Context: an optimization exercise on an open-source flow, tuned for small area, a short achievable clock period and few clock cycles. The choices shown serve that exercise and are no tape-out recipe. Only simulation tests tie the RTL to the original design; equivalence was not proved.

<file path="design/flow/flow/run.sh">
#!/bin/bash
# The standard layout (standard.sh, unchanged synthesis and steps), with the
# timing repair after CTS and global routing asked to reach 9 ns of setup slack
# at the design's clock period, using only gate sizing, pin swaps and buffering
# (no gate cloning, no buffer removal). The full make output, which holds every
# tool's output, goes to layout.log here; ORFS keeps each step's log under orfs/logs.
set -euo pipefail
bash standard.sh SETUP_SLACK_MARGIN=9 SKIP_GATE_CLONING=1 SETUP_MOVE_SEQUENCE=sizeup,swap,buffer finish > layout.log 2>&1
</file>
<file path="design/flow/standard.sh">
#!/bin/bash
# synth_recipe.tcl (not shown) runs the flow's synth.tcl, then flattens the netlist and writes it again
# the make line also repeats each setting of config.mk as NAME=value (left out here)
make -C /OpenROAD-flow-scripts/flow DESIGN_CONFIG=/design/flow/config.mk WORK_HOME=/design/flow/orfs CLKGATE_MAP_FILE= SYNTH_SCRIPT=/design/flow/synth_recipe.tcl "${@:-finish}"
</file>
<file path="design/flow/config.mk">
export PLATFORM = sky130hd
export DESIGN_NAME = milestone1
export DESIGN_NICKNAME = milestone1
export VERILOG_FILES = /design/flow/design.v
export SDC_FILE = /design/flow/constraint.sdc
export NUM_CORES = 4
export LEC_CHECK = 0
export CAP_MARGIN = 20
export CORE_MARGIN = 2
export CORE_UTILIZATION = 40
export CTS_CLUSTER_DIAMETER = 100
export CTS_CLUSTER_SIZE = 25
export SLEW_MARGIN = 20
</file>
<file path="design/flow/constraint.sdc">
create_clock -name core_clock -period 13.0 [get_ports {CLOCK_50_I}]
set_input_delay 2.6000 -clock core_clock [delete_from_list [all_inputs] [get_ports {CLOCK_50_I}]]
set_output_delay 2.6000 -clock core_clock [all_outputs]
set_load 0.01 [all_outputs]
</file>
<file path="design/flow/design.v">
module milestone1 (
	input  logic        CLOCK_50_I,
	input  logic        resetn,
	input  logic        M1_en,
	output logic        M1_end,
	output logic [17:0] SRAM_address,
	input  logic [15:0] SRAM_read_data,
	output logic [15:0] SRAM_write_data,
	output logic        SRAM_we_n
);
localparam logic [17:0] UBASE = 18'd38400;
localparam logic [17:0] VOFS  = 18'd19200;
localparam logic [17:0] RGBBASE = 18'd146944;
logic [4:0]  ph;
logic        run, first, fs, nob;
logic        isel_v, selR, selB, tyh;
logic [6:0]  gcnt;      
logic [15:0] ya;        
logic [17:0] ra;        
logic [7:0] UW [0:5];
logic [7:0] VW [0:5];
logic [7:0] SU, SV, NV;
logic [7:0] YH, YL;         
logic [7:0] PY;             
logic [7:0] PX;             
logic [7:0] PGU, PGV;       
logic [10:0] PRBa, PRBb, PGa, PGb;    
logic        PRBc, PGc;             
logic [7:0] IP;             
logic [7:0] EB;             
wire [7:0] rh = SRAM_read_data[15:8];
wire [7:0] rl = SRAM_read_data[7:0];
wire clamp  = (gcnt >= 7'd78);
wire last_g = (gcnt == 7'd79);
wire rowend9;    
wire [7:0] t0 = isel_v ? VW[0] : UW[0];
wire [7:0] t1 = isel_v ? VW[1] : UW[1];
wire [7:0] t2 = isel_v ? VW[2] : UW[2];
wire [7:0] t3 = isel_v ? VW[3] : UW[3];
wire [7:0] t4 = isel_v ? VW[4] : UW[4];
wire [7:0] t5 = isel_v ? VW[5] : UW[5];
logic [8:0] S1, S2, S3;
wire [9:0] s1c = {1'b0, t0, 1'b1} + {1'b0, t5, 1'b1};    
wire [9:0] s3c = {1'b0, t2, 1'b1} + {1'b0, t3, 1'b1};    
wire q_1 = S1[5] ^ S1[3] ^ S1[1];
wire q_2 = (S1[5] & S1[3]) | (S1[5] & S1[1]) | (S1[3] & S1[1]);
wire q_3 = S1[6] ^ S1[4] ^ S1[2];
wire q_4 = (S1[6] & S1[4]) | (S1[6] & S1[2]) | (S1[4] & S1[2]);
wire q_5 = S3[1] ^ ~S2[4];
wire q_6 = S3[1] & ~S2[4];
wire q_7 = S1[7] ^ S1[5] ^ S1[3];
wire q_8 = (S1[7] & S1[5]) | (S1[7] & S1[3]) | (S1[5] & S1[3]);
wire q_9 = S3[2] ^ S3[0] ^ ~S2[5];
wire q_10 = (S3[2] & S3[0]) | (S3[2] & ~S2[5]) | (S3[0] & ~S2[5]);
wire q_11 = S2[3] ^ S2[2];
wire q_12 = ~(S2[3] | S2[2]);
wire q_13 = S1[8] ^ S1[6] ^ S1[4];
wire q_14 = (S1[8] & S1[6]) | (S1[8] & S1[4]) | (S1[6] & S1[4]);
wire q_15 = S3[3] ^ S3[1] ^ ~S2[6];
wire q_16 = (S3[3] & S3[1]) | (S3[3] & ~S2[6]) | (S3[1] & ~S2[6]);
wire q_17 = S2[4] ^ S2[3] ^ S3[8];
wire q_18 = (S2[4] & S2[3]) | (S2[4] & S3[8]) | (S2[3] & S3[8]);
wire q_19 = S1[7] ^ S1[5] ^ S3[4];
wire q_20 = (S1[7] & S1[5]) | (S1[7] & S3[4]) | (S1[5] & S3[4]);
wire q_21 = S3[2] ^ ~S2[7] ^ ~S2[5];
wire q_22 = (S3[2] & ~S2[7]) | (S3[2] & ~S2[5]) | (~S2[7] & ~S2[5]);
wire q_23 = ~S2[4] ^ 1'b1;
wire q_24 = ~S2[4] & 1'b1;
wire q_25 = S1[8] ^ S1[6] ^ S3[5];
wire q_26 = (S1[8] & S1[6]) | (S1[8] & S3[5]) | (S1[6] & S3[5]);
wire q_27 = S3[3] ^ ~S2[8] ^ ~S2[6];
wire q_28 = (S3[3] & ~S2[8]) | (S3[3] & ~S2[6]) | (~S2[8] & ~S2[6]);
wire q_29 = ~S2[5] ^ 1'b1;
wire q_30 = ~S2[5] & 1'b1;
wire q_31 = S1[7] ^ S3[6] ^ S3[4];
wire q_32 = (S1[7] & S3[6]) | (S1[7] & S3[4]) | (S3[6] & S3[4]);
wire q_33 = S1[8] ^ S3[7];
wire q_34 = S1[8] & S3[7];
wire q_35 = S1[4] ^ S1[2] ^ S1[0];
wire q_36 = (S1[4] & S1[2]) | (S1[4] & S1[0]) | (S1[2] & S1[0]);
wire q_37 = q_1 ^ S3[0] ^ ~S2[3];
wire q_38 = (q_1 & S3[0]) | (q_1 & ~S2[3]) | (S3[0] & ~S2[3]);
wire q_39 = S2[1] ^ S2[0];
wire q_40 = ~(S2[1] | S2[0]);
wire q_41 = q_3 ^ q_5 ^ q_2;
wire q_42 = (q_3 & q_5) | (q_3 & q_2) | (q_5 & q_2);
wire q_43 = S2[2] ^ S2[1] ^ S3[6];
wire q_44 = (S2[2] & S2[1]) | (S2[2] & S3[6]) | (S2[1] & S3[6]);
wire q_45 = q_7 ^ q_9 ^ q_11;
wire q_46 = (q_7 & q_9) | (q_7 & q_11) | (q_9 & q_11);
wire q_47 = q_4 ^ q_6 ^ ~S3[7];
wire q_48 = (q_4 & q_6) | (q_4 & ~S3[7]) | (q_6 & ~S3[7]);
wire q_49 = q_13 ^ q_15 ^ q_8;
wire q_50 = (q_13 & q_15) | (q_13 & q_8) | (q_15 & q_8);
wire q_51 = q_10 ^ q_12 ^ ~q_17;
wire q_52 = (q_10 & q_12) | (q_10 & ~q_17) | (q_12 & ~q_17);
wire q_53 = q_19 ^ q_21 ^ q_23;
wire q_54 = (q_19 & q_21) | (q_19 & q_23) | (q_21 & q_23);
wire q_55 = q_14 ^ q_16 ^ ~q_18;
wire q_56 = (q_14 & q_16) | (q_14 & ~q_18) | (q_16 & ~q_18);
wire q_57 = q_25 ^ q_27 ^ q_29;
wire q_58 = (q_25 & q_27) | (q_25 & q_29) | (q_27 & q_29);
wire q_59 = q_20 ^ q_22 ^ q_24;
wire q_60 = (q_20 & q_22) | (q_20 & q_24) | (q_22 & q_24);
wire q_61 = q_31 ^ q_26 ^ q_28;
wire q_62 = (q_31 & q_26) | (q_31 & q_28) | (q_26 & q_28);
wire q_63 = q_30 ^ ~S2[7] ^ ~S2[6];
wire q_64 = (q_30 & ~S2[7]) | (q_30 & ~S2[6]) | (~S2[7] & ~S2[6]);
wire q_65 = q_33 ^ S3[5] ^ q_32;
wire q_66 = (q_33 & S3[5]) | (q_33 & q_32) | (S3[5] & q_32);
wire q_67 = ~S2[8] ^ ~S2[7] ^ 1'b1;
wire q_68 = (~S2[8] & ~S2[7]) | (~S2[8] & 1'b1) | (~S2[7] & 1'b1);
wire q_69 = S3[8] ^ S3[6] ^ q_34;
wire q_70 = (S3[8] & S3[6]) | (S3[8] & q_34) | (S3[6] & q_34);
wire q_71 = S1[2] ^ S1[0];
wire q_72 = S1[2] & S1[0];
wire q_73 = S1[3] ^ S1[1] ^ ~S2[1];
wire q_74 = (S1[3] & S1[1]) | (S1[3] & ~S2[1]) | (S1[1] & ~S2[1]);
wire q_75 = q_35 ^ ~S2[2] ^ ~S2[0];
wire q_76 = (q_35 & ~S2[2]) | (q_35 & ~S2[0]) | (~S2[2] & ~S2[0]);
wire q_77 = q_37 ^ q_39 ^ q_36;
wire q_78 = (q_37 & q_39) | (q_37 & q_36) | (q_39 & q_36);
wire q_79 = q_41 ^ q_38 ^ q_40;
wire q_80 = (q_41 & q_38) | (q_41 & q_40) | (q_38 & q_40);
wire q_81 = q_45 ^ q_47 ^ q_42;
wire q_82 = (q_45 & q_47) | (q_45 & q_42) | (q_47 & q_42);
wire q_83 = q_49 ^ q_51 ^ q_46;
wire q_84 = (q_49 & q_51) | (q_49 & q_46) | (q_51 & q_46);
wire q_85 = q_53 ^ q_55 ^ q_50;
wire q_86 = (q_53 & q_55) | (q_53 & q_50) | (q_55 & q_50);
wire q_87 = q_57 ^ q_59 ^ q_54;
wire q_88 = (q_57 & q_59) | (q_57 & q_54) | (q_59 & q_54);
wire q_89 = q_61 ^ q_63 ^ q_58;
wire q_90 = (q_61 & q_63) | (q_61 & q_58) | (q_63 & q_58);
wire q_91 = q_65 ^ q_67 ^ q_62;
wire q_92 = (q_65 & q_67) | (q_65 & q_62) | (q_67 & q_62);
wire q_93 = q_69 ^ q_66 ^ q_68;
wire q_94 = (q_69 & q_66) | (q_69 & q_68) | (q_66 & q_68);
wire q_95 = S1[0] ^ ~S3[0];
wire q_96 = S1[0] & ~S3[0];
wire q_97 = S1[1] ^ ~S3[1];
wire q_98 = S1[1] & ~S3[1];
wire q_99 = q_71 ^ ~S2[0] ^ ~S3[2];
wire q_100 = (q_71 & ~S2[0]) | (q_71 & ~S3[2]) | (~S2[0] & ~S3[2]);
wire q_101 = q_73 ^ q_72 ^ ~S3[3];
wire q_102 = (q_73 & q_72) | (q_73 & ~S3[3]) | (q_72 & ~S3[3]);
wire q_103 = q_75 ^ q_74 ^ ~S3[4];
wire q_104 = (q_75 & q_74) | (q_75 & ~S3[4]) | (q_74 & ~S3[4]);
wire q_105 = q_77 ^ q_76 ^ ~S3[5];
wire q_106 = (q_77 & q_76) | (q_77 & ~S3[5]) | (q_76 & ~S3[5]);
wire q_107 = q_79 ^ q_78 ^ ~q_43;
wire q_108 = (q_79 & q_78) | (q_79 & ~q_43) | (q_78 & ~q_43);
wire q_109 = q_81 ^ q_80 ^ ~q_44;
wire q_110 = (q_81 & q_80) | (q_81 & ~q_44) | (q_80 & ~q_44);
wire q_111 = q_83 ^ q_48 ^ q_82;
wire q_112 = (q_83 & q_48) | (q_83 & q_82) | (q_48 & q_82);
wire q_113 = q_85 ^ q_52 ^ q_84;
wire q_114 = (q_85 & q_52) | (q_85 & q_84) | (q_52 & q_84);
wire q_115 = q_87 ^ q_56 ^ q_86;
wire q_116 = (q_87 & q_56) | (q_87 & q_86) | (q_56 & q_86);
wire q_117 = q_89 ^ q_60 ^ q_88;
wire q_118 = (q_89 & q_60) | (q_89 & q_88) | (q_60 & q_88);
wire q_119 = q_91 ^ q_64 ^ q_90;
wire q_120 = (q_91 & q_64) | (q_91 & q_90) | (q_64 & q_90);
wire q_121 = q_93 ^ q_92 ^ ~S2[8];
wire q_122 = (q_93 & q_92) | (q_93 & ~S2[8]) | (q_92 & ~S2[8]);
wire q_123 = S3[7] ^ q_70 ^ q_94;
wire q_124 = (S3[7] & q_70) | (S3[7] & q_94) | (q_70 & q_94);
wire q_125 = S3[8] ^ 1'b1;
wire q_126 = S3[8] & 1'b1;
wire [15:0] q_a = {q_125, q_123, q_121, q_119, q_117, q_115, q_113, q_111, q_109, q_107, q_105, q_103, q_101, q_99, q_97, q_95};
wire [15:0] q_b = {q_124, q_122, q_120, q_118, q_116, q_114, q_112, q_110, q_108, q_106, q_104, q_102, q_100, q_98, q_96, 1'b1};
wire [15:0] isum = q_a + q_b;
always_ff @(posedge CLOCK_50_I) begin
	S1 <= s1c[9:1];
	S2 <= t1 + t4;
	S3 <= s3c[9:1];
	IP <= isum[15:8];
end
wire [7:0] XR = PX & {8{selR}};
wire [7:0] XB = PX & {8{selB}};
wire rb_1 = PX[7] ^ PX[6];
wire rb_2 = PX[7] & PX[6];
wire rb_3 = PY[2] ^ PY[0];
wire rb_4 = PY[2] & PY[0];
wire rb_5 = PY[3] ^ PY[1] ^ PX[5];
wire rb_6 = (PY[3] & PY[1]) | (PY[3] & PX[5]) | (PY[1] & PX[5]);
wire rb_7 = PY[4] ^ PY[2] ^ PY[0];
wire rb_8 = (PY[4] & PY[2]) | (PY[4] & PY[0]) | (PY[2] & PY[0]);
wire rb_9 = PY[5] ^ PY[3] ^ PY[1];
wire rb_10 = (PY[5] & PY[3]) | (PY[5] & PY[1]) | (PY[3] & PY[1]);
wire rb_11 = PY[6] ^ PY[4] ^ PY[2];
wire rb_12 = (PY[6] & PY[4]) | (PY[6] & PY[2]) | (PY[4] & PY[2]);
wire rb_13 = XR[4] ^ XR[3];
wire rb_14 = XR[4] & XR[3];
wire rb_15 = PY[7] ^ PY[5] ^ PY[3];
wire rb_16 = (PY[7] & PY[5]) | (PY[7] & PY[3]) | (PY[5] & PY[3]);
wire rb_17 = PY[0] ^ XR[5] ^ XR[4];
wire rb_18 = (PY[0] & XR[5]) | (PY[0] & XR[4]) | (XR[5] & XR[4]);
wire rb_19 = XB[6] ^ ~XR[1];
wire rb_20 = XB[6] & ~XR[1];
wire rb_21 = PY[6] ^ PY[4] ^ PY[1];
wire rb_22 = (PY[6] & PY[4]) | (PY[6] & PY[1]) | (PY[4] & PY[1]);
wire rb_23 = PX[0] ^ XR[6] ^ XR[5];
wire rb_24 = (PX[0] & XR[6]) | (PX[0] & XR[5]) | (XR[6] & XR[5]);
wire rb_25 = XB[7] ^ selB ^ ~XR[2];
wire rb_26 = (XB[7] & selB) | (XB[7] & ~XR[2]) | (selB & ~XR[2]);
wire rb_27 = PY[7] ^ PY[5] ^ PY[2];
wire rb_28 = (PY[7] & PY[5]) | (PY[7] & PY[2]) | (PY[5] & PY[2]);
wire rb_29 = PX[1] ^ XR[7] ^ XR[6];
wire rb_30 = (PX[1] & XR[7]) | (PX[1] & XR[6]) | (XR[7] & XR[6]);
wire rb_31 = PY[6] ^ PY[3] ^ PX[2];
wire rb_32 = (PY[6] & PY[3]) | (PY[6] & PX[2]) | (PY[3] & PX[2]);
wire rb_33 = PX[4] ^ PX[3];
wire rb_34 = PX[4] & PX[3];
wire rb_35 = PX[5] ^ PX[4] ^ PX[1];
wire rb_36 = (PX[5] & PX[4]) | (PX[5] & PX[1]) | (PX[4] & PX[1]);
wire rb_37 = PX[6] ^ PX[5] ^ PX[2];
wire rb_38 = (PX[6] & PX[5]) | (PX[6] & PX[2]) | (PX[5] & PX[2]);
wire rb_39 = XB[3] ^ ~PY[4];
wire rb_40 = XB[3] & ~PY[4];
wire rb_41 = rb_1 ^ PX[3] ^ PX[0];
wire rb_42 = (rb_1 & PX[3]) | (rb_1 & PX[0]) | (PX[3] & PX[0]);
wire rb_43 = XB[4] ^ ~PY[5] ^ 1'b1;
wire rb_44 = (XB[4] & ~PY[5]) | (XB[4] & 1'b1) | (~PY[5] & 1'b1);
wire rb_45 = PX[7] ^ PX[4] ^ PX[1];
wire rb_46 = (PX[7] & PX[4]) | (PX[7] & PX[1]) | (PX[4] & PX[1]);
wire rb_47 = XB[5] ^ rb_2 ^ ~PY[6];
wire rb_48 = (XB[5] & rb_2) | (XB[5] & ~PY[6]) | (rb_2 & ~PY[6]);
wire rb_49 = PY[0] ^ PX[5] ^ PX[2];
wire rb_50 = (PY[0] & PX[5]) | (PY[0] & PX[2]) | (PX[5] & PX[2]);
wire rb_51 = XB[6] ^ ~PY[7] ^ 1'b1;
wire rb_52 = (XB[6] & ~PY[7]) | (XB[6] & 1'b1) | (~PY[7] & 1'b1);
wire rb_53 = PY[1] ^ PX[6] ^ PX[3];
wire rb_54 = (PY[1] & PX[6]) | (PY[1] & PX[3]) | (PX[6] & PX[3]);
wire rb_55 = XB[7] ^ XB[0] ^ selB;
wire rb_56 = (XB[7] & XB[0]) | (XB[7] & selB) | (XB[0] & selB);
wire rb_57 = rb_3 ^ PX[7] ^ PX[4];
wire rb_58 = (rb_3 & PX[7]) | (rb_3 & PX[4]) | (PX[7] & PX[4]);
wire rb_59 = XR[0] ^ XB[1] ^ selB;
wire rb_60 = (XR[0] & XB[1]) | (XR[0] & selB) | (XB[1] & selB);
wire rb_61 = rb_5 ^ XR[1] ^ XR[0];
wire rb_62 = (rb_5 & XR[1]) | (rb_5 & XR[0]) | (XR[1] & XR[0]);
wire rb_63 = XB[2] ^ selR ^ rb_4;
wire rb_64 = (XB[2] & selR) | (XB[2] & rb_4) | (selR & rb_4);
wire rb_65 = rb_7 ^ PX[6] ^ XR[2];
wire rb_66 = (rb_7 & PX[6]) | (rb_7 & XR[2]) | (PX[6] & XR[2]);
wire rb_67 = XR[1] ^ XB[3] ^ rb_6;
wire rb_68 = (XR[1] & XB[3]) | (XR[1] & rb_6) | (XB[3] & rb_6);
wire rb_69 = rb_9 ^ PX[7] ^ XR[3];
wire rb_70 = (rb_9 & PX[7]) | (rb_9 & XR[3]) | (PX[7] & XR[3]);
wire rb_71 = XR[2] ^ XB[4] ^ rb_8;
wire rb_72 = (XR[2] & XB[4]) | (XR[2] & rb_8) | (XB[4] & rb_8);
wire rb_73 = rb_11 ^ rb_13 ^ XB[5];
wire rb_74 = (rb_11 & rb_13) | (rb_11 & XB[5]) | (rb_13 & XB[5]);
wire rb_75 = rb_10 ^ ~XR[0] ^ 1'b1;
wire rb_76 = (rb_10 & ~XR[0]) | (rb_10 & 1'b1) | (~XR[0] & 1'b1);
wire rb_77 = rb_15 ^ rb_17 ^ rb_19;
wire rb_78 = (rb_15 & rb_17) | (rb_15 & rb_19) | (rb_17 & rb_19);
wire rb_79 = rb_12 ^ rb_14 ^ 1'b1;
wire rb_80 = (rb_12 & rb_14) | (rb_12 & 1'b1) | (rb_14 & 1'b1);
wire rb_81 = rb_21 ^ rb_23 ^ rb_25;
wire rb_82 = (rb_21 & rb_23) | (rb_21 & rb_25) | (rb_23 & rb_25);
wire rb_83 = rb_16 ^ rb_18 ^ rb_20;
wire rb_84 = (rb_16 & rb_18) | (rb_16 & rb_20) | (rb_18 & rb_20);
wire rb_85 = rb_27 ^ rb_29 ^ rb_22;
wire rb_86 = (rb_27 & rb_29) | (rb_27 & rb_22) | (rb_29 & rb_22);
wire rb_87 = rb_24 ^ rb_26 ^ ~XR[3];
wire rb_88 = (rb_24 & rb_26) | (rb_24 & ~XR[3]) | (rb_26 & ~XR[3]);
wire rb_89 = rb_31 ^ XR[7] ^ selB;
wire rb_90 = (rb_31 & XR[7]) | (rb_31 & selB) | (XR[7] & selB);
wire rb_91 = rb_28 ^ rb_30 ^ ~XR[4];
wire rb_92 = (rb_28 & rb_30) | (rb_28 & ~XR[4]) | (rb_30 & ~XR[4]);
wire rb_93 = PY[7] ^ PY[4] ^ PX[3];
wire rb_94 = (PY[7] & PY[4]) | (PY[7] & PX[3]) | (PY[4] & PX[3]);
wire rb_95 = rb_32 ^ ~XR[5];
wire rb_96 = rb_32 & ~XR[5];
wire rb_97 = PY[5] ^ PX[4] ^ ~XR[6];
wire rb_98 = (PY[5] & PX[4]) | (PY[5] & ~XR[6]) | (PX[4] & ~XR[6]);
wire rb_99 = PY[6] ^ PX[5];
wire rb_100 = PY[6] & PX[5];
wire rb_101 = PX[2] ^ PX[1];
wire rb_102 = PX[2] & PX[1];
wire rb_103 = PX[3] ^ PX[2] ^ XB[0];
wire rb_104 = (PX[3] & PX[2]) | (PX[3] & XB[0]) | (PX[2] & XB[0]);
wire rb_105 = rb_33 ^ PX[0] ^ XB[1];
wire rb_106 = (rb_33 & PX[0]) | (rb_33 & XB[1]) | (PX[0] & XB[1]);
wire rb_107 = rb_35 ^ XB[2] ^ rb_34;
wire rb_108 = (rb_35 & XB[2]) | (rb_35 & rb_34) | (XB[2] & rb_34);
wire rb_109 = rb_37 ^ rb_39 ^ rb_36;
wire rb_110 = (rb_37 & rb_39) | (rb_37 & rb_36) | (rb_39 & rb_36);
wire rb_111 = rb_41 ^ rb_43 ^ rb_38;
wire rb_112 = (rb_41 & rb_43) | (rb_41 & rb_38) | (rb_43 & rb_38);
wire rb_113 = rb_45 ^ rb_47 ^ rb_42;
wire rb_114 = (rb_45 & rb_47) | (rb_45 & rb_42) | (rb_47 & rb_42);
wire rb_115 = rb_49 ^ rb_51 ^ rb_46;
wire rb_116 = (rb_49 & rb_51) | (rb_49 & rb_46) | (rb_51 & rb_46);
wire rb_117 = rb_53 ^ rb_55 ^ rb_50;
wire rb_118 = (rb_53 & rb_55) | (rb_53 & rb_50) | (rb_55 & rb_50);
wire rb_119 = rb_57 ^ rb_59 ^ rb_54;
wire rb_120 = (rb_57 & rb_59) | (rb_57 & rb_54) | (rb_59 & rb_54);
wire rb_121 = rb_61 ^ rb_63 ^ rb_58;
wire rb_122 = (rb_61 & rb_63) | (rb_61 & rb_58) | (rb_63 & rb_58);
wire rb_123 = rb_65 ^ rb_67 ^ rb_62;
wire rb_124 = (rb_65 & rb_67) | (rb_65 & rb_62) | (rb_67 & rb_62);
wire rb_125 = rb_69 ^ rb_71 ^ rb_66;
wire rb_126 = (rb_69 & rb_71) | (rb_69 & rb_66) | (rb_71 & rb_66);
wire rb_127 = rb_73 ^ rb_75 ^ rb_70;
wire rb_128 = (rb_73 & rb_75) | (rb_73 & rb_70) | (rb_75 & rb_70);
wire rb_129 = rb_77 ^ rb_79 ^ rb_74;
wire rb_130 = (rb_77 & rb_79) | (rb_77 & rb_74) | (rb_79 & rb_74);
wire rb_131 = rb_81 ^ rb_83 ^ rb_78;
wire rb_132 = (rb_81 & rb_83) | (rb_81 & rb_78) | (rb_83 & rb_78);
wire rb_133 = rb_85 ^ rb_87 ^ rb_82;
wire rb_134 = (rb_85 & rb_87) | (rb_85 & rb_82) | (rb_87 & rb_82);
wire rb_135 = rb_89 ^ rb_91 ^ rb_86;
wire rb_136 = (rb_89 & rb_91) | (rb_89 & rb_86) | (rb_91 & rb_86);
wire rb_137 = rb_93 ^ rb_95 ^ rb_90;
wire rb_138 = (rb_93 & rb_95) | (rb_93 & rb_90) | (rb_95 & rb_90);
wire rb_139 = rb_97 ^ rb_94 ^ rb_96;
wire rb_140 = (rb_97 & rb_94) | (rb_97 & rb_96) | (rb_94 & rb_96);
wire rb_141 = rb_99 ^ selB ^ rb_98;
wire rb_142 = (rb_99 & selB) | (rb_99 & rb_98) | (selB & rb_98);
wire rb_143 = PY[7] ^ PX[6] ^ selR;
wire rb_144 = (PY[7] & PX[6]) | (PY[7] & selR) | (PX[6] & selR);
wire rb_145 = rb_101 ^ ~PY[0];
wire rb_146 = rb_101 & ~PY[0];
wire rb_147 = rb_103 ^ rb_102 ^ ~PY[1];
wire rb_148 = (rb_103 & rb_102) | (rb_103 & ~PY[1]) | (rb_102 & ~PY[1]);
wire rb_149 = rb_105 ^ rb_104 ^ ~PY[2];
wire rb_150 = (rb_105 & rb_104) | (rb_105 & ~PY[2]) | (rb_104 & ~PY[2]);
wire rb_151 = rb_107 ^ rb_106 ^ ~PY[3];
wire rb_152 = (rb_107 & rb_106) | (rb_107 & ~PY[3]) | (rb_106 & ~PY[3]);
wire rb_153 = rb_109 ^ rb_108 ^ 1'b1;
wire rb_154 = (rb_109 & rb_108) | (rb_109 & 1'b1) | (rb_108 & 1'b1);
wire rb_155 = rb_111 ^ rb_40 ^ rb_110;
wire rb_156 = (rb_111 & rb_40) | (rb_111 & rb_110) | (rb_40 & rb_110);
wire rb_157 = rb_113 ^ rb_44 ^ rb_112;
wire rb_158 = (rb_113 & rb_44) | (rb_113 & rb_112) | (rb_44 & rb_112);
wire rb_159 = rb_115 ^ rb_48 ^ rb_114;
wire rb_160 = (rb_115 & rb_48) | (rb_115 & rb_114) | (rb_48 & rb_114);
wire rb_161 = rb_117 ^ rb_52 ^ rb_116;
wire rb_162 = (rb_117 & rb_52) | (rb_117 & rb_116) | (rb_52 & rb_116);
wire rb_163 = rb_119 ^ rb_56 ^ rb_118;
wire rb_164 = (rb_119 & rb_56) | (rb_119 & rb_118) | (rb_56 & rb_118);
wire rb_165 = rb_121 ^ rb_60 ^ rb_120;
wire rb_166 = (rb_121 & rb_60) | (rb_121 & rb_120) | (rb_60 & rb_120);
wire rb_167 = rb_123 ^ rb_64 ^ rb_122;
wire rb_168 = (rb_123 & rb_64) | (rb_123 & rb_122) | (rb_64 & rb_122);
wire rb_169 = rb_125 ^ rb_68 ^ rb_124;
wire rb_170 = (rb_125 & rb_68) | (rb_125 & rb_124) | (rb_68 & rb_124);
wire rb_171 = rb_127 ^ rb_72 ^ rb_126;
wire rb_172 = (rb_127 & rb_72) | (rb_127 & rb_126) | (rb_72 & rb_126);
wire rb_173 = rb_129 ^ rb_76 ^ rb_128;
wire rb_174 = (rb_129 & rb_76) | (rb_129 & rb_128) | (rb_76 & rb_128);
wire rb_175 = rb_131 ^ rb_80 ^ rb_130;
wire rb_176 = (rb_131 & rb_80) | (rb_131 & rb_130) | (rb_80 & rb_130);
wire rb_177 = rb_133 ^ rb_84 ^ rb_132;
wire rb_178 = (rb_133 & rb_84) | (rb_133 & rb_132) | (rb_84 & rb_132);
wire rb_179 = rb_135 ^ rb_88 ^ rb_134;
wire rb_180 = (rb_135 & rb_88) | (rb_135 & rb_134) | (rb_88 & rb_134);
wire rb_181 = rb_137 ^ rb_92 ^ rb_136;
wire rb_182 = (rb_137 & rb_92) | (rb_137 & rb_136) | (rb_92 & rb_136);
wire rb_183 = rb_139 ^ rb_138 ^ 1'b1;
wire rb_184 = (rb_139 & rb_138) | (rb_139 & 1'b1) | (rb_138 & 1'b1);
wire rb_185 = rb_141 ^ rb_140 ^ ~XR[7];
wire rb_186 = (rb_141 & rb_140) | (rb_141 & ~XR[7]) | (rb_140 & ~XR[7]);
wire rb_187 = rb_143 ^ rb_100 ^ rb_142;
wire rb_188 = (rb_143 & rb_100) | (rb_143 & rb_142) | (rb_100 & rb_142);
wire rb_189 = PX[7] ^ rb_144;
wire rb_190 = PX[7] & rb_144;
wire [26:0] rb_a = {1'b1, 1'b1, rb_189, rb_187, rb_185, rb_183, rb_181, rb_179, rb_177, rb_175, rb_173, rb_171, rb_169, rb_167, rb_165, rb_163, rb_161, rb_159, rb_157, rb_155, rb_153, rb_151, rb_149, rb_147, rb_145, PX[1], PX[0]};
wire [26:0] rb_b = {1'b0, rb_190, rb_188, rb_186, rb_184, rb_182, rb_180, rb_178, rb_176, rb_174, rb_172, rb_170, rb_168, rb_166, rb_164, rb_162, rb_160, rb_158, rb_156, rb_154, rb_152, rb_150, rb_148, rb_146, 1'b1, PX[0], 1'b0};
wire [16:0] rb_lo = {1'b0, rb_a[15:0]} + {1'b0, rb_b[15:0]};
wire g_1 = PY[7] ^ PY[5];
wire g_2 = PY[7] & PY[5];
wire g_3 = PY[6] ^ PY[4];
wire g_4 = PY[6] & PY[4];
wire g_5 = PY[7] ^ PY[5];
wire g_6 = PY[7] & PY[5];
wire g_7 = PY[5] ^ PY[3] ^ PY[1];
wire g_8 = (PY[5] & PY[3]) | (PY[5] & PY[1]) | (PY[3] & PY[1]);
wire g_9 = PY[6] ^ PY[4] ^ PY[2];
wire g_10 = (PY[6] & PY[4]) | (PY[6] & PY[2]) | (PY[4] & PY[2]);
wire g_11 = PGU[2] ^ PGV[1] ^ ~PGU[5];
wire g_12 = (PGU[2] & PGV[1]) | (PGU[2] & ~PGU[5]) | (PGV[1] & ~PGU[5]);
wire g_13 = g_1 ^ PY[3] ^ PY[0];
wire g_14 = (g_1 & PY[3]) | (g_1 & PY[0]) | (PY[3] & PY[0]);
wire g_15 = PGU[3] ^ PGV[2] ^ ~PGU[6];
wire g_16 = (PGU[3] & PGV[2]) | (PGU[3] & ~PGU[6]) | (PGV[2] & ~PGU[6]);
wire g_17 = PGU[1] ^ PGV[4];
wire g_18 = ~(PGU[1] | PGV[4]);
wire g_19 = g_3 ^ PY[1] ^ PGU[4];
wire g_20 = (g_3 & PY[1]) | (g_3 & PGU[4]) | (PY[1] & PGU[4]);
wire g_21 = PGV[3] ^ g_2 ^ ~PGU[7];
wire g_22 = (PGV[3] & g_2) | (PGV[3] & ~PGU[7]) | (g_2 & ~PGU[7]);
wire g_23 = PGU[2] ^ PGV[5] ^ PGV[1];
wire g_24 = (PGU[2] & PGV[5]) | (PGU[2] & PGV[1]) | (PGV[5] & PGV[1]);
wire g_25 = g_5 ^ PY[2] ^ PGU[5];
wire g_26 = (g_5 & PY[2]) | (g_5 & PGU[5]) | (PY[2] & PGU[5]);
wire g_27 = PGV[4] ^ g_4 ^ ~PGU[3];
wire g_28 = (PGV[4] & g_4) | (PGV[4] & ~PGU[3]) | (g_4 & ~PGU[3]);
wire g_29 = ~PGV[6] ^ ~PGV[2] ^ 1'b1;
wire g_30 = (~PGV[6] & ~PGV[2]) | (~PGV[6] & 1'b1) | (~PGV[2] & 1'b1);
wire g_31 = PY[6] ^ PY[3] ^ PGU[6];
wire g_32 = (PY[6] & PY[3]) | (PY[6] & PGU[6]) | (PY[3] & PGU[6]);
wire g_33 = PGV[5] ^ g_6 ^ ~PGU[4];
wire g_34 = (PGV[5] & g_6) | (PGV[5] & ~PGU[4]) | (g_6 & ~PGU[4]);
wire g_35 = PGV[7] ^ PGV[3];
wire g_36 = ~(PGV[7] | PGV[3]);
wire g_37 = PY[7] ^ PY[4] ^ PGU[7];
wire g_38 = (PY[7] & PY[4]) | (PY[7] & PGU[7]) | (PY[4] & PGU[7]);
wire g_39 = PGV[6] ^ ~PGU[5] ^ ~PGV[4];
wire g_40 = (PGV[6] & ~PGU[5]) | (PGV[6] & ~PGV[4]) | (~PGU[5] & ~PGV[4]);
wire g_41 = PY[5] ^ PGV[7];
wire g_42 = PY[5] & PGV[7];
wire g_43 = PGU[2] ^ ~PY[3];
wire g_44 = PGU[2] & ~PY[3];
wire g_45 = PGU[3] ^ ~PY[4] ^ ~PGU[1];
wire g_46 = (PGU[3] & ~PY[4]) | (PGU[3] & ~PGU[1]) | (~PY[4] & ~PGU[1]);
wire g_47 = PGU[4] ^ ~PY[5] ^ ~PGU[2];
wire g_48 = (PGU[4] & ~PY[5]) | (PGU[4] & ~PGU[2]) | (~PY[5] & ~PGU[2]);
wire g_49 = PGU[5] ^ ~PY[6];
wire g_50 = PGU[5] & ~PY[6];
wire g_51 = PY[0] ^ PGU[6] ^ ~PY[7];
wire g_52 = (PY[0] & PGU[6]) | (PY[0] & ~PY[7]) | (PGU[6] & ~PY[7]);
wire g_53 = PY[1] ^ PGU[7] ^ ~PGU[5];
wire g_54 = (PY[1] & PGU[7]) | (PY[1] & ~PGU[5]) | (PGU[7] & ~PGU[5]);
wire g_55 = PGU[0] ^ PGV[5];
wire g_56 = ~(PGU[0] | PGV[5]);
wire g_57 = PY[2] ^ PY[0] ^ ~PGU[6];
wire g_58 = (PY[2] & PY[0]) | (PY[2] & ~PGU[6]) | (PY[0] & ~PGU[6]);
wire g_59 = ~PGU[1] ^ ~PGV[6] ^ 1'b1;
wire g_60 = (~PGU[1] & ~PGV[6]) | (~PGU[1] & 1'b1) | (~PGV[6] & 1'b1);
wire g_61 = PY[3] ^ PY[1] ^ ~PGU[7];
wire g_62 = (PY[3] & PY[1]) | (PY[3] & ~PGU[7]) | (PY[1] & ~PGU[7]);
wire g_63 = PGU[2] ^ PGV[7] ^ PGV[0];
wire g_64 = (PGU[2] & PGV[7]) | (PGU[2] & PGV[0]) | (PGV[7] & PGV[0]);
wire g_65 = PY[4] ^ PY[2] ^ PY[0];
wire g_66 = (PY[4] & PY[2]) | (PY[4] & PY[0]) | (PY[2] & PY[0]);
wire g_67 = PGU[0] ^ ~PGU[3] ^ ~PGV[1];
wire g_68 = (PGU[0] & ~PGU[3]) | (PGU[0] & ~PGV[1]) | (~PGU[3] & ~PGV[1]);
wire g_69 = g_7 ^ PGU[1] ^ PGV[0];
wire g_70 = (g_7 & PGU[1]) | (g_7 & PGV[0]) | (PGU[1] & PGV[0]);
wire g_71 = ~PGU[4] ^ ~PGV[2] ^ 1'b1;
wire g_72 = (~PGU[4] & ~PGV[2]) | (~PGU[4] & 1'b1) | (~PGV[2] & 1'b1);
wire g_73 = g_9 ^ g_11 ^ g_8;
wire g_74 = (g_9 & g_11) | (g_9 & g_8) | (g_11 & g_8);
wire g_75 = ~PGU[0] ^ ~PGV[3] ^ 1'b1;
wire g_76 = (~PGU[0] & ~PGV[3]) | (~PGU[0] & 1'b1) | (~PGV[3] & 1'b1);
wire g_77 = g_13 ^ g_15 ^ g_17;
wire g_78 = (g_13 & g_15) | (g_13 & g_17) | (g_15 & g_17);
wire g_79 = g_10 ^ g_12 ^ ~PGV[0];
wire g_80 = (g_10 & g_12) | (g_10 & ~PGV[0]) | (g_12 & ~PGV[0]);
wire g_81 = g_19 ^ g_21 ^ g_14;
wire g_82 = (g_19 & g_21) | (g_19 & g_14) | (g_21 & g_14);
wire g_83 = g_16 ^ g_18 ^ ~g_23;
wire g_84 = (g_16 & g_18) | (g_16 & ~g_23) | (g_18 & ~g_23);
wire g_85 = g_25 ^ g_27 ^ g_29;
wire g_86 = (g_25 & g_27) | (g_25 & g_29) | (g_27 & g_29);
wire g_87 = g_20 ^ g_22 ^ ~g_24;
wire g_88 = (g_20 & g_22) | (g_20 & ~g_24) | (g_22 & ~g_24);
wire g_89 = g_31 ^ g_33 ^ g_35;
wire g_90 = (g_31 & g_33) | (g_31 & g_35) | (g_33 & g_35);
wire g_91 = g_26 ^ g_28 ^ g_30;
wire g_92 = (g_26 & g_28) | (g_26 & g_30) | (g_28 & g_30);
wire g_93 = g_37 ^ g_39 ^ g_32;
wire g_94 = (g_37 & g_39) | (g_37 & g_32) | (g_39 & g_32);
wire g_95 = g_34 ^ g_36 ^ 1'b1;
wire g_96 = (g_34 & g_36) | (g_34 & 1'b1) | (g_36 & 1'b1);
wire g_97 = g_41 ^ g_38 ^ g_40;
wire g_98 = (g_41 & g_38) | (g_41 & g_40) | (g_38 & g_40);
wire g_99 = ~PGU[6] ^ ~PGV[5] ^ 1'b1;
wire g_100 = (~PGU[6] & ~PGV[5]) | (~PGU[6] & 1'b1) | (~PGV[5] & 1'b1);
wire g_101 = PY[6] ^ g_42 ^ ~PGU[7];
wire g_102 = (PY[6] & g_42) | (PY[6] & ~PGU[7]) | (g_42 & ~PGU[7]);
wire g_103 = ~PGV[6] ^ 1'b1;
wire g_104 = ~PGV[6] & 1'b1;
wire g_105 = PY[7] ^ ~PGV[7];
wire g_106 = PY[7] & ~PGV[7];
wire g_107 = g_43 ^ ~PGU[0];
wire g_108 = g_43 & ~PGU[0];
wire g_109 = g_45 ^ g_44 ^ ~PGV[6];
wire g_110 = (g_45 & g_44) | (g_45 & ~PGV[6]) | (g_44 & ~PGV[6]);
wire g_111 = g_47 ^ g_46 ^ ~PGV[7];
wire g_112 = (g_47 & g_46) | (g_47 & ~PGV[7]) | (g_46 & ~PGV[7]);
wire g_113 = g_49 ^ g_48 ^ ~PGU[3];
wire g_114 = (g_49 & g_48) | (g_49 & ~PGU[3]) | (g_48 & ~PGU[3]);
wire g_115 = g_51 ^ g_50 ^ ~PGU[4];
wire g_116 = (g_51 & g_50) | (g_51 & ~PGU[4]) | (g_50 & ~PGU[4]);
wire g_117 = g_53 ^ g_55 ^ g_52;
wire g_118 = (g_53 & g_55) | (g_53 & g_52) | (g_55 & g_52);
wire g_119 = g_57 ^ g_59 ^ g_54;
wire g_120 = (g_57 & g_59) | (g_57 & g_54) | (g_59 & g_54);
wire g_121 = g_61 ^ g_58 ^ g_60;
wire g_122 = (g_61 & g_58) | (g_61 & g_60) | (g_58 & g_60);
wire g_123 = g_65 ^ g_67 ^ g_62;
wire g_124 = (g_65 & g_67) | (g_65 & g_62) | (g_67 & g_62);
wire g_125 = g_69 ^ g_71 ^ g_66;
wire g_126 = (g_69 & g_71) | (g_69 & g_66) | (g_71 & g_66);
wire g_127 = g_73 ^ g_75 ^ g_70;
wire g_128 = (g_73 & g_75) | (g_73 & g_70) | (g_75 & g_70);
wire g_129 = g_77 ^ g_79 ^ g_74;
wire g_130 = (g_77 & g_79) | (g_77 & g_74) | (g_79 & g_74);
wire g_131 = g_81 ^ g_83 ^ g_78;
wire g_132 = (g_81 & g_83) | (g_81 & g_78) | (g_83 & g_78);
wire g_133 = g_85 ^ g_87 ^ g_82;
wire g_134 = (g_85 & g_87) | (g_85 & g_82) | (g_87 & g_82);
wire g_135 = g_89 ^ g_91 ^ g_86;
wire g_136 = (g_89 & g_91) | (g_89 & g_86) | (g_91 & g_86);
wire g_137 = g_93 ^ g_95 ^ g_90;
wire g_138 = (g_93 & g_95) | (g_93 & g_90) | (g_95 & g_90);
wire g_139 = g_97 ^ g_99 ^ g_94;
wire g_140 = (g_97 & g_99) | (g_97 & g_94) | (g_99 & g_94);
wire g_141 = g_101 ^ g_103 ^ g_98;
wire g_142 = (g_101 & g_103) | (g_101 & g_98) | (g_103 & g_98);
wire g_143 = g_105 ^ g_102 ^ g_104;
wire g_144 = (g_105 & g_102) | (g_105 & g_104) | (g_102 & g_104);
wire g_145 = PY[0] ^ PGV[2];
wire g_146 = ~(PY[0] | PGV[2]);
wire g_147 = PGU[0] ^ ~PY[1] ^ ~PGV[3];
wire g_148 = (PGU[0] & ~PY[1]) | (PGU[0] & ~PGV[3]) | (~PY[1] & ~PGV[3]);
wire g_149 = PGU[1] ^ ~PY[2] ^ ~PGV[4];
wire g_150 = (PGU[1] & ~PY[2]) | (PGU[1] & ~PGV[4]) | (~PY[2] & ~PGV[4]);
wire g_151 = g_107 ^ ~PGV[5] ^ ~PGV[0];
wire g_152 = (g_107 & ~PGV[5]) | (g_107 & ~PGV[0]) | (~PGV[5] & ~PGV[0]);
wire g_153 = g_109 ^ g_108 ^ ~PGV[1];
wire g_154 = (g_109 & g_108) | (g_109 & ~PGV[1]) | (g_108 & ~PGV[1]);
wire g_155 = g_111 ^ g_110 ^ ~PGV[2];
wire g_156 = (g_111 & g_110) | (g_111 & ~PGV[2]) | (g_110 & ~PGV[2]);
wire g_157 = g_113 ^ g_112 ^ ~PGV[3];
wire g_158 = (g_113 & g_112) | (g_113 & ~PGV[3]) | (g_112 & ~PGV[3]);
wire g_159 = g_115 ^ g_114 ^ ~PGV[4];
wire g_160 = (g_115 & g_114) | (g_115 & ~PGV[4]) | (g_114 & ~PGV[4]);
wire g_161 = g_117 ^ g_116 ^ 1'b1;
wire g_162 = (g_117 & g_116) | (g_117 & 1'b1) | (g_116 & 1'b1);
wire g_163 = g_119 ^ g_56 ^ g_118;
wire g_164 = (g_119 & g_56) | (g_119 & g_118) | (g_56 & g_118);
wire g_165 = g_121 ^ g_120 ^ ~g_63;
wire g_166 = (g_121 & g_120) | (g_121 & ~g_63) | (g_120 & ~g_63);
wire g_167 = g_123 ^ g_122 ^ ~g_64;
wire g_168 = (g_123 & g_122) | (g_123 & ~g_64) | (g_122 & ~g_64);
wire g_169 = g_125 ^ g_68 ^ g_124;
wire g_170 = (g_125 & g_68) | (g_125 & g_124) | (g_68 & g_124);
wire g_171 = g_127 ^ g_72 ^ g_126;
wire g_172 = (g_127 & g_72) | (g_127 & g_126) | (g_72 & g_126);
wire g_173 = g_129 ^ g_76 ^ g_128;
wire g_174 = (g_129 & g_76) | (g_129 & g_128) | (g_76 & g_128);
wire g_175 = g_131 ^ g_80 ^ g_130;
wire g_176 = (g_131 & g_80) | (g_131 & g_130) | (g_80 & g_130);
wire g_177 = g_133 ^ g_84 ^ g_132;
wire g_178 = (g_133 & g_84) | (g_133 & g_132) | (g_84 & g_132);
wire g_179 = g_135 ^ g_88 ^ g_134;
wire g_180 = (g_135 & g_88) | (g_135 & g_134) | (g_88 & g_134);
wire g_181 = g_137 ^ g_92 ^ g_136;
wire g_182 = (g_137 & g_92) | (g_137 & g_136) | (g_92 & g_136);
wire g_183 = g_139 ^ g_96 ^ g_138;
wire g_184 = (g_139 & g_96) | (g_139 & g_138) | (g_96 & g_138);
wire g_185 = g_141 ^ g_100 ^ g_140;
wire g_186 = (g_141 & g_100) | (g_141 & g_140) | (g_100 & g_140);
wire g_187 = g_143 ^ g_142 ^ 1'b1;
wire g_188 = (g_143 & g_142) | (g_143 & 1'b1) | (g_142 & 1'b1);
wire g_189 = g_106 ^ g_144;
wire g_190 = g_106 & g_144;
wire [26:0] g_a = {1'b1, 1'b1, g_189, g_187, g_185, g_183, g_181, g_179, g_177, g_175, g_173, g_171, g_169, g_167, g_165, g_163, g_161, g_159, g_157, g_155, g_153, g_151, g_149, g_147, g_145, ~PGV[1], ~PGV[0]};
wire [26:0] g_b = {1'b0, g_190, g_188, g_186, g_184, g_182, g_180, g_178, g_176, g_174, g_172, g_170, g_168, g_166, g_164, g_162, g_160, g_158, g_156, g_154, g_152, g_150, g_148, g_146, 1'b1, 1'b0, 1'b1};
wire [16:0] g_lo = {1'b0, g_a[15:0]} + {1'b0, g_b[15:0]};
always_ff @(posedge CLOCK_50_I) begin
	PRBa <= rb_a[26:16]; PRBb <= rb_b[26:16]; PRBc <= rb_lo[16];
	PGa  <= g_a[26:16];  PGb  <= g_b[26:16];  PGc  <= g_lo[16];
end
function automatic [7:0] clip(input logic [10:0] x);
	clip = x[10] ? 8'd0 : (|x[9:8]) ? 8'd255 : x[7:0];
endfunction
wire [10:0] PRB = PRBa + PRBb + {10'd0, PRBc};
wire [10:0] PG  = PGa + PGb + {10'd0, PGc};
wire [7:0] cRB = clip(PRB);
wire [7:0] cG  = clip(PG);
logic [4:0] nph;
always_comb begin
	case (ph)
		5'd9:  nph = ((last_g && !nob) || fs) ? 5'd10 : 5'd0;
		5'd15: nph = 5'd7;
		default: nph = ph + 5'd1;
	endcase
end
assign rowend9 = (ph == 5'd9) && (nph == 5'd10);
wire wr_ph = (nph == 5'd3) || (nph == 5'd4) || (nph == 5'd5) ||
             (!nob && ((nph == 5'd9) || (nph == 5'd0) || (nph == 5'd1) || (nph == 5'd10) || (nph == 5'd11)));
wire [1:0]  cinc = (nph == 5'd12 || nph == 5'd13) ? 2'd1 : (last_g || fs) ? 2'd0 : {ya[0], ~ya[0]};
wire frame_done = (ph == 5'd11) && !nob && (&SRAM_address);
always_ff @(posedge CLOCK_50_I or negedge resetn) begin
	if (!resetn) begin
		ph <= 5'd7;
		run <= 1'b0;
		first <= 1'b1;
		fs <= 1'b1;
		nob <= 1'b1;
		isel_v <= 1'b0;
		selR <= 1'b0;
		selB <= 1'b0;
		tyh <= 1'b0;
		M1_end <= 1'b0;
		gcnt <= 7'd0;
		ya <= 16'd0;
		ra <= RGBBASE;
		SRAM_address <= UBASE + VOFS;
		SRAM_we_n <= 1'b1;
	end else begin
		if (M1_en) run <= 1'b1;
		if (run && !M1_end) begin
		isel_v <= (nph == 5'd9) || (nph == 5'd5);
		tyh <= (nph == 5'd9) || (nph == 5'd5);
		selR <= (nph == 5'd1) || (nph == 5'd2) || (nph == 5'd7) || (nph == 5'd8);
		selB <= !((nph == 5'd1) || (nph == 5'd2) || (nph == 5'd7) || (nph == 5'd8));
		if (ph == 5'd9) fs <= 1'b0;
		if (ph == 5'd7 && !fs) first <= 1'b0;
		if (ph == 5'd12) nob <= 1'b1;
		else if (ph == 5'd1) nob <= 1'b0;
		if (frame_done) begin
			M1_end <= 1'b1;
			SRAM_we_n <= 1'b1;
		end else begin
			ph <= nph;
			if (ph == 5'd9 && !nob) gcnt <= last_g ? 7'd0 : gcnt + 7'd1;
			SRAM_we_n <= !wr_ph;
			if (wr_ph) begin
				SRAM_address <= ra;
				ra <= ra + 18'd1;
			end else begin
				case (nph)
					5'd2, 5'd6, 5'd14: begin
						SRAM_address <= {2'b0, ya};
						if (nph != 5'd14 || first) ya <= ya + 16'd1;
					end
					5'd7, 5'd12: SRAM_address <= UBASE + VOFS + {3'd0, ya[15:1]} + {16'd0, cinc};
					5'd8, 5'd13: SRAM_address <= UBASE + {3'd0, ya[15:1]} + {16'd0, cinc};
					default: ;
				endcase
			end
		end
		end
	end
end
wire u_sh  = (ph == 5'd0) || (ph == 5'd7) || (ph == 5'd10) || (ph == 5'd11) || (ph == 5'd12) ||
             (ph == 5'd13) || (ph == 5'd15);
wire u_rh  = ((ph == 5'd0) && !clamp) || (ph == 5'd10) || (ph == 5'd15);
wire u_su  = ((ph == 5'd7) && !clamp) || (ph == 5'd13);
wire v_sh  = (ph == 5'd1) || ((ph == 5'd7) && !nob) || rowend9 || (ph == 5'd10) ||
             (ph == 5'd11) || (ph == 5'd12) || (ph == 5'd14) || (ph == 5'd15);
wire v_rh  = rowend9 || (ph == 5'd14);
wire v_nv  = (ph == 5'd1) && !clamp;
wire v_sv  = ((ph == 5'd7) && !clamp) || (ph == 5'd12) || (ph == 5'd15);
always_ff @(posedge CLOCK_50_I) begin
	if (((ph == 5'd4 || ph == 5'd8) && !nob) || (ph == 5'd7 && first)) begin
		YH <= rh; YL <= rl;
	end
	case (ph)
		5'd2, 5'd8: SRAM_write_data <= {cRB, cG};
		5'd3, 5'd9: SRAM_write_data <= {EB, cRB};
		default:    SRAM_write_data <= {cG, cRB};
	endcase
	if (ph == 5'd1 || ph == 5'd7) EB <= cRB;
	case (ph)
		5'd9, 5'd5: begin PY <= YH; PX <= UW[2]; end
		5'd0, 5'd6: begin PX <= VW[2]; PGU <= UW[2]; PGV <= VW[2]; end
		5'd1, 5'd7: begin PY <= YL; PX <= IP; PGV <= IP; end
		5'd2, 5'd8: begin PX <= IP; PGU <= IP; end
		default: ;
	endcase
	if (u_sh) begin
		UW[0] <= UW[1]; UW[1] <= UW[2]; UW[2] <= UW[3]; UW[3] <= UW[4]; UW[4] <= UW[5];
		if (u_rh) UW[5] <= rh;
		else if (u_su) UW[5] <= SU;
	end
	if (u_rh) SU <= rl;
	if (v_sh) begin
		VW[0] <= VW[1]; VW[1] <= VW[2]; VW[2] <= VW[3]; VW[3] <= VW[4]; VW[4] <= VW[5];
		if (v_rh) VW[5] <= rh;
		else if (v_nv) VW[5] <= NV;
		else if (v_sv) VW[5] <= SV;
	end
	if (ph == 5'd9 || ph == 5'd14) SV <= rl;
	if (ph == 5'd9) NV <= rh;
end
endmodule
</file>
==> metrics.csv <==
stage;metric;value;unit
layout;# diodes;0;
logic_synthesis;Mapped Cells;1926;
logic_synthesis;syn nets;2289;
place;post-DP HPWL;37.3;mm
critical_path;type of origin of the critical path;flop;
floorplan;Ports;55;
clock_tree;Sink Count;340;
timing;Clock Skew;0.0303;ns
logic_synthesis;top cell type by total area after synthesis;edfxtp_1;
clock_tree;latest clock arrival within the worst-skew pair;0.55;ns
critical_path;Reg2Reg Depth;18;
timing;Slew Viols, Final;0;
clock_tree;Root Buffer;clkbuf_16;
logic_synthesis;Seq cells post-synth;340;
logic_synthesis;sequential element share of the synthesized area;40.8;%
route;wire per inst;18.2;um
critical_path;Worst EP required;13.47;ns
place;Placement Cell Area;23300;um^2
timing;Setup TNS;0;ns
route;total wire length;49.4;mm
timing;final hold violations;0;
timing;WHS;0.447;ns
logic_synthesis;library cells used by synthesis;91;
floorplan;Core ar.;54000;um^2
route;drt pass-1 iters;6;
floorplan;starting density of the core;40.6;%
min_path;hold worst-path end;VW[0][7]$_DFFE_PP_;
critical_path;R2R setup slack;9.04;ns
route;ANT nets after route;0;
grt;vias in the first global route;15000;
critical_path;crit path max fanout;4;
logic_synthesis;Synth Area per Inst;11.4;um^2
min_path;Hold Path Class;flop to flop;
place;number of port buffers;54;
min_path;Hold Path Depth;0;
layout;post-route design area;24600;um^2
critical_path;FF-to-FF End;IP[7]$_DFF_P_;
layout;Layout area overhead;11.9;%
grt;initial antenna violation count;0;
critical_path;FF-to-FF Start;S1[4]$_DFF_P_;
grt;Tot GR Track Use;17.9;%
grt;largest net degree at the start of global routing;74;
layout;nets;2378;
layout;proportion of layout cells with a drive suffix above 1;14.5;%
logic_synthesis;FFs w/ async S/R, synth;21.5;%
logic_synthesis;Synth top cells by count;inv_1 (326), fa_1 (205), edfxtp_1 (176), nand2_1 (150), ha_1 (139);
grt;total congestion overflow;0;
timing;Highest Clock Rate;0.252;GHz
floorplan;Die Ht;238;um
place;Final Wtd Congestion;0.898;
floorplan;die width;238;um
timing;actual slew at the worst max-slew pin;0.934;ns
critical_path;Crit. End Element;flop;
logic_synthesis;Synth Warn #;3;
clock_tree;Clock Tree Buf Depth;3;
logic_synthesis;top-count cell post-synth;inv_1;
grt;first-pass GRT wire length;80.3;mm
logic_synthesis;Mapped Area;22000;um^2
critical_path;CP Class;flop to flop;
timing;Finish-stage setup viols;0;
run;Max Cap Violations;0;
route;via count;14100;
timing;relative slew slack;37.5;%
logic_synthesis;cells taking the most area after synthesis;edfxtp_1 (24%), fa_1 (19%), dfxtp_1 (8.3%);
status;status;finished clean;
floorplan;die area;56800;um^2
layout;Fillers;5000;
critical_path;arrival time at the worst endpoint;4.43;ns
route;Iter 0 DRT Violations;1050;
logic_synthesis;predominant post-synthesis flop cell;edfxtp_1;
timing;Final period util;30.5;%
route;vias per inst;5.19;
route;DRC;0;
clock_tree;CTS tree;built;
clock_tree;CTS H-Tree Depth;1;
logic_synthesis;EDFF count, synth;176;
floorplan;row count;85;
timing;unrepaired setup endpoints after global routing;true;
clock_tree;Reg clk slew, reported paths;0.10;ns
timing;min Tclk post-route;3.96;ns
clock_tree;total CTS buffers;18;
min_path;HP Start;VW[1][7]$_DFFE_PP_;
logic_synthesis;Yosys top cell area share;24.1;%
-- cell families (layout without fill, tap and decap cells) --
family	after synthesis	count (layout)	share of synthesized area, %
adder cells (fa/ha/maj)	345	345	26.7
flip-flops	340	340	40.8
buffers and inverters	377	478	6.66
AO/OA/AOI/OAI	287	287	8.97
AND/OR/NAND/NOR	399	399	8.79
multiplexers	99	99	4.97
XOR/XNOR	79	79	3.15
-- worst max-delay path, stage by stage, from the launching register on --
cell	delay (ns)
dfxtp_4	0.37
fa_1	0.54
inv_2	0.04
fa_1	0.48
inv_2	0.04
fa_1	0.48
inv_1	0.05
fa_1	0.45
inv_2	0.08
ha_4	0.14
buf_4	0.11
nor2_1	0.04
a21oi_2	0.19
nand4_1	0.14
and2_4	0.18
a21oi_4	0.19
nor3_4	0.06
o21bai_1	0.17
xnor2_1	0.14
-- worst max path at each step --
stage	startpoint	to
2_1_floorplan	S1[2]$_DFF_P_	IP[7]$_DFF_P_
6_report	S1[4]$_DFF_P_	IP[7]$_DFF_P_
3_5_place_dp	ph[0]$_DFFE_PN1P_	SRAM_address[14]$_DFFE_PN1P_
4_1_cts	S1[3]$_DFF_P_	IP[7]$_DFF_P_
5_1_grt	S1[4]$_DFF_P_	IP[7]$_DFF_P_
3_3_place_gp	ph[0]$_DFFE_PN1P_	SRAM_address[14]$_DFFE_PN1P_
-- area by class of cell --
cell class / count / area (um^2) / area share [%]
Sequential cell: 340 / 8990 / 36.6
Tap cell: 696 / 871 / 3.54
Clock buffer: 28 / 519 / 2.11
Clock inverter: 4 / 81.3 / 0.331
Multi-Input combinational cell: 1209 / 11900 / 48.3
Timing Repair Buffer: 119 / 995 / 4.05
Inverter: 327 / 1240 / 5.03
-- metal layers --
layer / part of all wire, % / track usage [%] / vias to the layer above
li1: - / - / 6641
met1: 44 / 23.6 / 7170
met2: 50 / 31.3 / 266
met3: 3.6 / 1.98 / 66
met4: 2.4 / 4.45 / 0
met5: 0 / 0 / -
-- cells in the final DEF (no fill, tap or decap), types with 50 or more instances in the layout --
cell	n
a21oi_1	55
buf_4	65
dfrtp_1	50
dfxtp_1	77
edfxtp_1	176
fa_1	204
ha_1	132
inv_1	320
mux2_2	77
nand2_1	149
nor2_1	90
o21ai_0	59
xnor2_1	52
-- per-stage QoR --
stage	std cells	util, %	setup slack [ns]
2_1_floorplan	1926	-	9.00
3_3_place_gp	2636	43.0	8.40
3_5_place_dp	2636	43.1	8.18
4_1_cts	2698	44.9	8.95
5_1_grt	2723	45.5	8.87
6_report	2723	45.5	9.04
-- state kept, by name, indices dropped and copies added, names as in the netlist, 10 cells and up --
register	flops
VW	48
UW	48
ya	16
SRAM_write_data	16
SRAM_address	18
PRBb	10
PGb	10
ra	18
-- repair_timing --
item	CTS	global route
endpoints found under the setup margin	77	23
resized for setup	88	37
pin swaps	19	14
hold buffers	0	0
buffers inserted	30	25
Testbench counts, summed over its fixed seeds: cycles 1,164,996.

[port drivers added, routing unchanged]
The flow's constraints put no driver on any port. The routed layout listed below was extracted and timed again, unchanged, in two steps.
Step 1, drivers: a clkbuf_16 drives CLOCK_50_I and a buf_2 each remaining input, both assumed.
Step 2 times the ports against the registers' clock, not the clock port: input delays grow and output delays shrink by t, the midpoint of the rising clock arrivals with the driver on.
Three values: no drivers, after step 1, after step 2; two values: the first two.
shift t [ns]: 0.585
setup slack, ns: 9.038 / 8.991 / 9.038
pins driven straight from the clock port: 1
After both steps this run still meets setup and hold. For this run, drivers alone change the setup slack by -0.047 ns; drivers and shift together by 0.000 ns.
